Context: an optimization exercise on an open-source flow, tuned for small area. The choices shown serve that exercise and are no tape-out recipe.
Function was checked by simulation only, so behaviour that the tests miss may differ from the original.
Power is estimated from default activity; no workload was simulated.

==> inputs of harbor <==
==> flow/design.v <==
module pipeline(
    input           clk,
    input           reset,
    input           stall,
    output[15:0]    iaddr,
    input[15:0]     idata,
    output[15:0]    daddr,
    output[15:0]    ddata_out,
    input[15:0]     ddata_in,
    output          dwrite_en,
    output          dread_en);
    localparam IT_ARITH = 3'b000;
    localparam IT_LOAD = 3'b001;
    localparam IT_STORE = 3'b010;
    localparam IT_ADDI = 3'b011;
    localparam IT_LUI = 3'b100;
    localparam IT_CONDBR = 3'b101;
    localparam IT_UNCONDBR = 3'b110;
    localparam IT_BRANCHREG = 3'b111;
    localparam OP_AND = 3'b000;
    localparam OP_OR = 3'b001;
    localparam OP_SHL = 3'b010;
    localparam OP_SHR = 3'b011;
    localparam OP_ADD = 3'b100;
    localparam OP_SUB = 3'b101;
    localparam OP_XOR = 3'b110;
    localparam OP_NOT = 3'b111;
    reg[15:0] pc;                
    reg[127:0] registers;        
    reg[7:0] reg_valid;          
    reg[3:0] condition_codes;    
    reg[15:0] id_ex_instruction;
    reg[15:0] id_ex_pc;          
    reg id_ex_bypass_a;          
    reg id_ex_bypass_b;          
    reg ex_wb_has_writeback;
    reg ex_wb_is_load;
    reg[2:0] ex_wb_reg;
    reg[15:0] ex_wb_result;
    wire[15:0] inst = id_ex_instruction;
    wire[2:0] ex_type = inst[15:13];
    wire[2:0] ex_op = inst[11:9];
    wire[2:0] ex_ra = inst[5:3];
    wire[2:0] ex_rb = inst[8:6];
    wire ex_is_arith = ex_type == IT_ARITH;
    wire ex_is_pc_relative = ex_type == IT_CONDBR || ex_type == IT_UNCONDBR;
    reg[15:0] ex_immediate;
    always @*
    begin
        case (ex_type)
            IT_STORE: ex_immediate = { {9{inst[12]}}, inst[12:9], inst[2:0] };
            IT_LUI: ex_immediate = { inst[12:3], 6'd0 };
            IT_CONDBR: ex_immediate = { {6{inst[9]}}, inst[9:0] };
            IT_UNCONDBR: ex_immediate = { {4{inst[11]}}, inst[11:0] };
            default: ex_immediate = { {9{inst[12]}}, inst[12:6] };
        endcase
    end
    wire ex_bypass_a = id_ex_bypass_a;
    wire ex_bypass_b = id_ex_bypass_b;
    wire ex_a_is_reg = !ex_type[2];
    reg[15:0] ex_operand1;
    reg[15:0] ex_regb_bypassed;
    integer k;
    always @*
    begin
        ex_operand1 = ({16{ex_is_pc_relative}} & id_ex_pc)
            | ({16{ex_a_is_reg && ex_bypass_a}} & ex_wb_result);
        ex_regb_bypassed = {16{ex_bypass_b}} & ex_wb_result;
        for (k = 0; k < 8; k = k + 1)
        begin
            ex_operand1 = ex_operand1 | ({16{ex_a_is_reg && !ex_bypass_a
                && ex_ra == k && reg_valid[k]}} & registers[k * 16 +: 16]);
            ex_regb_bypassed = ex_regb_bypassed | ({16{!ex_bypass_b
                && ex_rb == k && reg_valid[k]}} & registers[k * 16 +: 16]);
        end
    end
    wire[15:0] ex_operand2 = (ex_is_arith || ex_type == IT_BRANCHREG)
        ? ex_regb_bypassed : ex_immediate;
    wire ex_do_subtract = ex_is_arith && ex_op == OP_SUB;
    wire[15:0] ex_addend = {16{ex_do_subtract}} ^ ex_operand2;
    wire[15:0] ex_g = ex_operand1 & ex_addend;
    wire[15:0] ex_p = ex_operand1 ^ ex_addend;
    wire[16:0] ex_carry;
    wire[16:0] ex_sum;
    assign ex_carry[0] = ex_do_subtract;
    genvar i;
    generate
        for (i = 0; i < 16; i = i + 1)
        begin : rca
            assign ex_carry[i + 1] = ex_g[i] | (ex_p[i] & ex_carry[i]);
        end
    endgenerate
    assign ex_sum[15:0] = ex_p ^ ex_carry[15:0];
    assign ex_sum[16] = ex_carry[16];
    wire ex_overflow = ex_operand2[15] == ex_sum[15]
        && ex_operand1[15] != ex_operand2[15];
    wire ex_sel_sum = !ex_is_arith || ex_op == OP_ADD || ex_op == OP_SUB;
    wire ex_sel_and = ex_is_arith && ex_op == OP_AND;
    wire ex_sel_or = ex_is_arith && ex_op == OP_OR;
    wire ex_sel_xor = ex_is_arith && ex_op == OP_XOR;
    wire ex_sel_not = ex_is_arith && ex_op == OP_NOT;
    wire ex_sel_shl = ex_is_arith && ex_op == OP_SHL;
    wire ex_sel_shr = ex_is_arith && ex_op == OP_SHR;
    wire[15:0] ex_alu_result = ({16{ex_sel_sum}} & ex_sum[15:0])
        | ({16{ex_sel_and}} & ex_g)
        | ({16{ex_sel_or}} & (ex_g | ex_p))
        | ({16{ex_sel_xor}} & ex_p)
        | ({16{ex_sel_not}} & ~ex_operand1)
        | ({16{ex_sel_shl}} & { ex_operand1[14:0], 1'b0 })
        | ({16{ex_sel_shr}} & { 1'b0, ex_operand1[15:1] });
    wire ex_carry_out = (ex_is_arith && (ex_op == OP_ADD || ex_op == OP_SUB)
            && (ex_sum[16] ^ ex_do_subtract))
        | (ex_sel_shl & ex_operand1[15])
        | (ex_sel_shr & ex_operand1[0]);
    wire ex_branch_flag = condition_codes[inst[11:10]];
    wire ex_branch_en = ex_type == IT_UNCONDBR || ex_type == IT_BRANCHREG
        || (ex_type == IT_CONDBR && (ex_branch_flag ^ inst[12]));
    wire[15:0] ex_branch_target = ex_alu_result;
    assign daddr = ex_alu_result;
    assign dwrite_en = ex_type == IT_STORE;
    assign dread_en = ex_type == IT_LOAD;
    assign ddata_out = ex_regb_bypassed;
    wire[15:0] pc_inc = pc + { 15'd0, !stall };
    assign iaddr = ex_branch_en ? ex_branch_target : pc_inc;
    always @(posedge clk, posedge reset)
    begin
        if (reset)
            pc <= 16'hffff;
        else
            pc <= iaddr;
    end
    always @(posedge clk)
        id_ex_pc <= pc_inc;
    wire ex_has_writeback = ex_is_arith || ex_type == IT_LOAD
        || ex_type == IT_ADDI || ex_type == IT_LUI;
    always @(posedge clk, posedge reset)
    begin
        if (reset)
        begin
            id_ex_instruction <= 0;
            id_ex_bypass_a <= 0;
            id_ex_bypass_b <= 0;
        end
        else if (!stall)
        begin
            id_ex_instruction <= idata;
            id_ex_bypass_a <= ex_has_writeback && inst[2:0] == idata[5:3];
            id_ex_bypass_b <= ex_has_writeback && inst[2:0] == idata[8:6];
        end
    end
    always @(posedge clk, posedge reset)
    begin
        if (reset)
        begin
            ex_wb_has_writeback <= 0;
            condition_codes <= 0;
        end
        else if (!stall)
        begin
            ex_wb_has_writeback <= ex_has_writeback;
            if (ex_is_arith || ex_type == IT_ADDI)
                condition_codes <= { ex_overflow, ex_carry_out, ex_alu_result[15],
                    ex_alu_result == 16'd0 };
        end
    end
    always @(posedge clk)
    begin
        if (!stall)
        begin
            ex_wb_is_load <= ex_type == IT_LOAD;
            ex_wb_reg <= inst[2:0];
            ex_wb_result <= ex_alu_result;
        end
    end
    wire[15:0] wb_value = ex_wb_is_load ? ddata_in : ex_wb_result;
    always @(posedge clk, posedge reset)
    begin
        if (reset)
            reg_valid <= 0;
        else if (ex_wb_has_writeback)
            reg_valid[ex_wb_reg] <= 1'b1;
    end
    genvar r;
    generate
        for (r = 0; r < 8; r = r + 1)
        begin : regfile
            always @(posedge clk)
            begin
                if (ex_wb_has_writeback && ex_wb_reg == r)
                    registers[r * 16 +: 16] <= wb_value;
            end
        end
    endgenerate
endmodule
==> flow/flow/run.sh <==
#!/bin/bash
# Own layout flow: the standard flow (standard.sh) with these changes:
#  - synthesis: ABC maps the logic with an area-oriented script
#    (flow/abc_area.script) instead of ORFS's delay-oriented one, and the
#    adder step (extract_fa to full/half adder cells) is skipped so that ABC
#    maps that logic too. The flip-flop mapping and everything else is the
#    standard synthesis, so the registers, their names and their cells are
#    the standard synthesis's.
#  - placement: every input and output port still gets a buffer, but the
#    smallest buffer cell (buf_1) rather than a delay buffer.
#  - clock tree: larger sink clusters and no dummy loads.
set -euo pipefail
W=$(pwd)
HERE=$(cd "$(dirname "${BASH_SOURCE[0]}")" && pwd)

# ORFS's synth.tcl with the ABC script swapped right after its preamble.
awk -v abc="$HERE/abc_area.script" '
  { print }
  /^source \$::env\(SCRIPTS_DIR\)\/synth_preamble.tcl/ {
    print "lset abc_args 1 {" abc "}"
    print "puts \"Own flow: ABC script [lindex $abc_args 1]\""
  }
  /^# Technology mapping of adders/ {
    print "set ::env(ADDER_MAP_FILE) {}"
  }' "$FLOW_HOME/scripts/synth.tcl" > "$W/own_synth.tcl"
grep -q "^lset abc_args 1" "$W/own_synth.tcl"
grep -q "^set ::env(ADDER_MAP_FILE) {}" "$W/own_synth.tcl"

# synth_recipe.tcl (the standard synthesis wrapper), sourcing the copy above.
sed "s#source \$::env(SCRIPTS_DIR)/synth.tcl#source {$W/own_synth.tcl}#" \
  synth_recipe.tcl > "$W/own_synth_recipe.tcl"
grep -q "own_synth.tcl" "$W/own_synth_recipe.tcl"

# standard.sh, with the synthesis script replaced.
sed -E "s#SYNTH_SCRIPT=[^ ]+#SYNTH_SCRIPT=$W/own_synth_recipe.tcl#" standard.sh > "$W/own_standard.sh"
grep -q "own_synth_recipe.tcl" "$W/own_standard.sh"

export BUFFER_PORTS_ARGS="-buffer_cell sky130_fd_sc_hd__buf_1"
export CTS_ARGS="-sink_clustering_enable -repair_clock_nets -dont_use_dummy_load -sink_clustering_size 28 -sink_clustering_max_diameter 110"

bash "$W/own_standard.sh" finish > "$W/flow_make.log" 2>&1
test -s "$W/out/final.def"
==> flow/flow/abc_area.script <==
strash
ifraig
scorr
dc2
strash
&get -n
&st
&dch -f
&nf -a -R 1000
&put
==> flow/standard.sh <==
#!/bin/bash
# synth_recipe.tcl (not shown) runs the flow's synth.tcl, then flattens the netlist and writes it again
# the make line also repeats each setting of config.mk as NAME=value (left out here)
make -C /OpenROAD-flow-scripts/flow DESIGN_CONFIG=/design/flow/config.mk WORK_HOME=/design/flow/orfs CLKGATE_MAP_FILE= SYNTH_SCRIPT=/design/flow/synth_recipe.tcl "${@:-finish}"
==> flow/config.mk <==
export PLATFORM = sky130hd
export DESIGN_NAME = pipeline
export DESIGN_NICKNAME = pipeline
export VERILOG_FILES = /design/flow/design.v
export SDC_FILE = /design/flow/constraint.sdc
export NUM_CORES = 4
export LEC_CHECK = 0
export CAP_MARGIN = 0
export CORE_MARGIN = 2
export CORE_UTILIZATION = 30
export PLACE_DENSITY = 0.45
export SLEW_MARGIN = 0
==> flow/constraint.sdc <==
create_clock -name core_clock -period 12.0 [get_ports {clk}]
set_input_delay 2.4000 -clock core_clock [delete_from_list [all_inputs] [get_ports {clk}]]
set_output_delay 2.4000 -clock core_clock [all_outputs]
set_load 0.01 [all_outputs]
==> umber (differences from harbor) <==
- CAP_MARGIN: 0 -> 10
- CORE_UTILIZATION: 30 -> 52
- PLACE_DENSITY: 0.45 -> 0.72
- SLEW_MARGIN: 0 -> 10
==> garnet (differences from harbor) <==
--- a/flow/design.v
+++ b/flow/design.v
@@ -32,6 +32,4 @@
     reg[15:0] id_ex_instruction;
     reg[15:0] id_ex_pc;          
-    reg id_ex_bypass_a;          
-    reg id_ex_bypass_b;          
     reg ex_wb_has_writeback;
     reg ex_wb_is_load;
@@ -56,6 +54,6 @@
         endcase
     end
-    wire ex_bypass_a = id_ex_bypass_a;
-    wire ex_bypass_b = id_ex_bypass_b;
+    wire ex_bypass_a = ex_wb_has_writeback && ex_wb_reg == ex_ra;
+    wire ex_bypass_b = ex_wb_has_writeback && ex_wb_reg == ex_rb;
     wire ex_a_is_reg = !ex_type[2];
     reg[15:0] ex_operand1;
@@ -83,12 +81,23 @@
     wire[16:0] ex_carry;
     wire[16:0] ex_sum;
-    assign ex_carry[0] = ex_do_subtract;
+    wire[4:0] ex_block_carry;
+    assign ex_block_carry[0] = ex_do_subtract;
     genvar i;
     generate
-        for (i = 0; i < 16; i = i + 1)
-        begin : rca
-            assign ex_carry[i + 1] = ex_g[i] | (ex_p[i] & ex_carry[i]);
+        for (i = 0; i < 4; i = i + 1)
+        begin : cla
+            wire[3:0] g = ex_g[4 * i +: 4];
+            wire[3:0] p = ex_p[4 * i +: 4];
+            wire block_g = g[3] | (p[3] & g[2]) | (p[3] & p[2] & g[1])
+                | (p[3] & p[2] & p[1] & g[0]);
+            wire block_p = &p;
+            assign ex_block_carry[i + 1] = block_g | (block_p & ex_block_carry[i]);
+            assign ex_carry[4 * i] = ex_block_carry[i];
+            assign ex_carry[4 * i + 1] = g[0] | (p[0] & ex_carry[4 * i]);
+            assign ex_carry[4 * i + 2] = g[1] | (p[1] & ex_carry[4 * i + 1]);
+            assign ex_carry[4 * i + 3] = g[2] | (p[2] & ex_carry[4 * i + 2]);
         end
     endgenerate
+    assign ex_carry[16] = ex_block_carry[4];
     assign ex_sum[15:0] = ex_p ^ ex_carry[15:0];
     assign ex_sum[16] = ex_carry[16];
@@ -103,7 +112,7 @@
     wire ex_sel_shr = ex_is_arith && ex_op == OP_SHR;
     wire[15:0] ex_alu_result = ({16{ex_sel_sum}} & ex_sum[15:0])
-        | ({16{ex_sel_and}} & ex_g)
-        | ({16{ex_sel_or}} & (ex_g | ex_p))
-        | ({16{ex_sel_xor}} & ex_p)
+        | ({16{ex_sel_and}} & (ex_operand1 & ex_operand2))
+        | ({16{ex_sel_or}} & (ex_operand1 | ex_operand2))
+        | ({16{ex_sel_xor}} & (ex_operand1 ^ ex_operand2))
         | ({16{ex_sel_not}} & ~ex_operand1)
         | ({16{ex_sel_shl}} & { ex_operand1[14:0], 1'b0 })
@@ -132,20 +141,10 @@
     always @(posedge clk)
         id_ex_pc <= pc_inc;
-    wire ex_has_writeback = ex_is_arith || ex_type == IT_LOAD
-        || ex_type == IT_ADDI || ex_type == IT_LUI;
     always @(posedge clk, posedge reset)
     begin
         if (reset)
-        begin
             id_ex_instruction <= 0;
-            id_ex_bypass_a <= 0;
-            id_ex_bypass_b <= 0;
-        end
         else if (!stall)
-        begin
             id_ex_instruction <= idata;
-            id_ex_bypass_a <= ex_has_writeback && inst[2:0] == idata[5:3];
-            id_ex_bypass_b <= ex_has_writeback && inst[2:0] == idata[8:6];
-        end
     end
     always @(posedge clk, posedge reset)
@@ -158,5 +157,6 @@
         else if (!stall)
         begin
-            ex_wb_has_writeback <= ex_has_writeback;
+            ex_wb_has_writeback <= ex_is_arith || ex_type == IT_LOAD
+                || ex_type == IT_ADDI || ex_type == IT_LUI;
             if (ex_is_arith || ex_type == IT_ADDI)
                 condition_codes <= { ex_overflow, ex_carry_out, ex_alu_result[15],
==> flow/flow/run.sh (replaced) <==
#!/bin/bash
# Own layout flow: the standard flow (standard.sh) with these changes:
#  - synthesis: ABC maps the logic with an area-oriented script
#    (flow/abc_area.script) instead of ORFS's delay-oriented one. Everything
#    before ABC (including flip-flop mapping) is the standard synthesis, so
#    the registers, their names and their cells are the standard synthesis's.
#  - placement: every input and output port still gets a buffer, but the
#    smallest buffer cell (buf_1) rather than a delay buffer.
#  - clock tree: larger sink clusters and no dummy loads.
set -euo pipefail
W=$(pwd)
HERE=$(cd "$(dirname "${BASH_SOURCE[0]}")" && pwd)

# ORFS's synth.tcl with the ABC script swapped right after its preamble.
awk -v abc="$HERE/abc_area.script" '
  { print }
  /^source \$::env\(SCRIPTS_DIR\)\/synth_preamble.tcl/ {
    print "lset abc_args 1 {" abc "}"
    print "puts \"Own flow: ABC script [lindex $abc_args 1]\""
  }' "$FLOW_HOME/scripts/synth.tcl" > "$W/own_synth.tcl"
grep -q "^lset abc_args 1" "$W/own_synth.tcl"

# synth_recipe.tcl (the standard synthesis wrapper), sourcing the copy above.
sed "s#source \$::env(SCRIPTS_DIR)/synth.tcl#source {$W/own_synth.tcl}#" \
  synth_recipe.tcl > "$W/own_synth_recipe.tcl"
grep -q "own_synth.tcl" "$W/own_synth_recipe.tcl"

# standard.sh, with the synthesis script replaced.
sed -E "s#SYNTH_SCRIPT=[^ ]+#SYNTH_SCRIPT=$W/own_synth_recipe.tcl#" standard.sh > "$W/own_standard.sh"
grep -q "own_synth_recipe.tcl" "$W/own_standard.sh"

export BUFFER_PORTS_ARGS="-buffer_cell sky130_fd_sc_hd__buf_1"
export CTS_ARGS="-sink_clustering_enable -repair_clock_nets -dont_use_dummy_load -sink_clustering_size 20 -sink_clustering_max_diameter 100"

bash "$W/own_standard.sh" finish > "$W/flow_make.log" 2>&1
test -s "$W/out/final.def"
- CAP_MARGIN: 0 -> 20
- CORE_UTILIZATION: 30 -> 40
- PLACE_DENSITY: 0.45 -> 0.6
- SLEW_MARGIN: 0 -> 20
==> run summary <==
Status: garnet finished clean; harbor finished clean; umber finished clean
Final Wtd Congestion: garnet 0.905; harbor 0.857; umber 0.968
Worst Path Arrival: garnet 8.36 ns; harbor 7.65 ns; umber 7.46 ns
Register cell area after layout: garnet 5910 sq um; harbor 5960 sq um; umber 5960 sq um
Post-route setup slack: garnet 1.24 ns; harbor 1.95 ns; umber 2.14 ns
Worst hold margin: garnet 0.498 ns; harbor 0.504 ns; umber 0.498 ns
Clock transition at the registers of the reported paths: garnet 0.09 ns; harbor 0.11 ns; umber 0.11 ns
WP buf/inv: garnet 4; harbor 3; umber 3
Post-Layout Inst Area: garnet 12200 sq um; harbor 11600 sq um; umber 11300 sq um
Post-route total power: garnet 2.61 mW; harbor 2.31 mW; umber 2.28 mW
Total length of routed wires: garnet 36700 um; harbor 38200 um; umber 32600 um
Power Sequential: garnet 1.10 mW; harbor 1.09 mW; umber 1.09 mW
Peak fanout along the critical path: garnet 21; harbor 20; umber 20
Initial Util: garnet 0.406; harbor 0.304; umber 0.526
Relative max-transition margin: garnet 0.218; harbor 0.289; umber 0.232
Grt met3 use: garnet 0.0528; harbor 0.0427; umber 0.0666
Share of the synthesized area in compound gates (AO/OA/AOI/OAI): garnet 0.179; harbor 0.193; umber 0.193
Total Die Area: garnet 28500 sq um; harbor 35400 sq um; umber 20700 sq um
Xor and xnor fraction of the mapped netlist area: garnet 0.0306; harbor 0.0465; umber 0.0465
Multiplexer area fraction after synthesis: garnet 0.0497; harbor 0.0463; umber 0.0463
Metal1 wirelength: garnet 14700 um; harbor 16700 um; umber 12700 um
Iteration-0 DRC Markers: garnet 2059; harbor 1450; umber 2307

==> static timing again, ports no longer ideal <==
In the flow no input, the clock included, has a driving cell. The finished layouts below were timed again as built, in two steps.
Step 1, drivers: a clkbuf_16 drives clk and a buf_2 each remaining input, both assumed.
Step 2 also shifts input and output timing later by t, the mid clock arrival at the registers, as if the neighbouring blocks saw the same clock.
Three values: ideal, step 1, step 2; two values: the first two.
run | shift t [ns] | setup WS [ns] | clock arrival spread, ns | pins driven straight from the clock port
harbor | 0.521 | 1.946 / 1.899 / 2.420 | 0.030 / 0.030 | 1
umber | 0.517 | 2.139 / 2.093 / 2.610 | 0.036 / 0.036 | 1
garnet | 0.518 | 1.236 / 1.191 / 1.708 | 0.046 / 0.047 | 1
After both steps setup and hold are still met in every run listed.
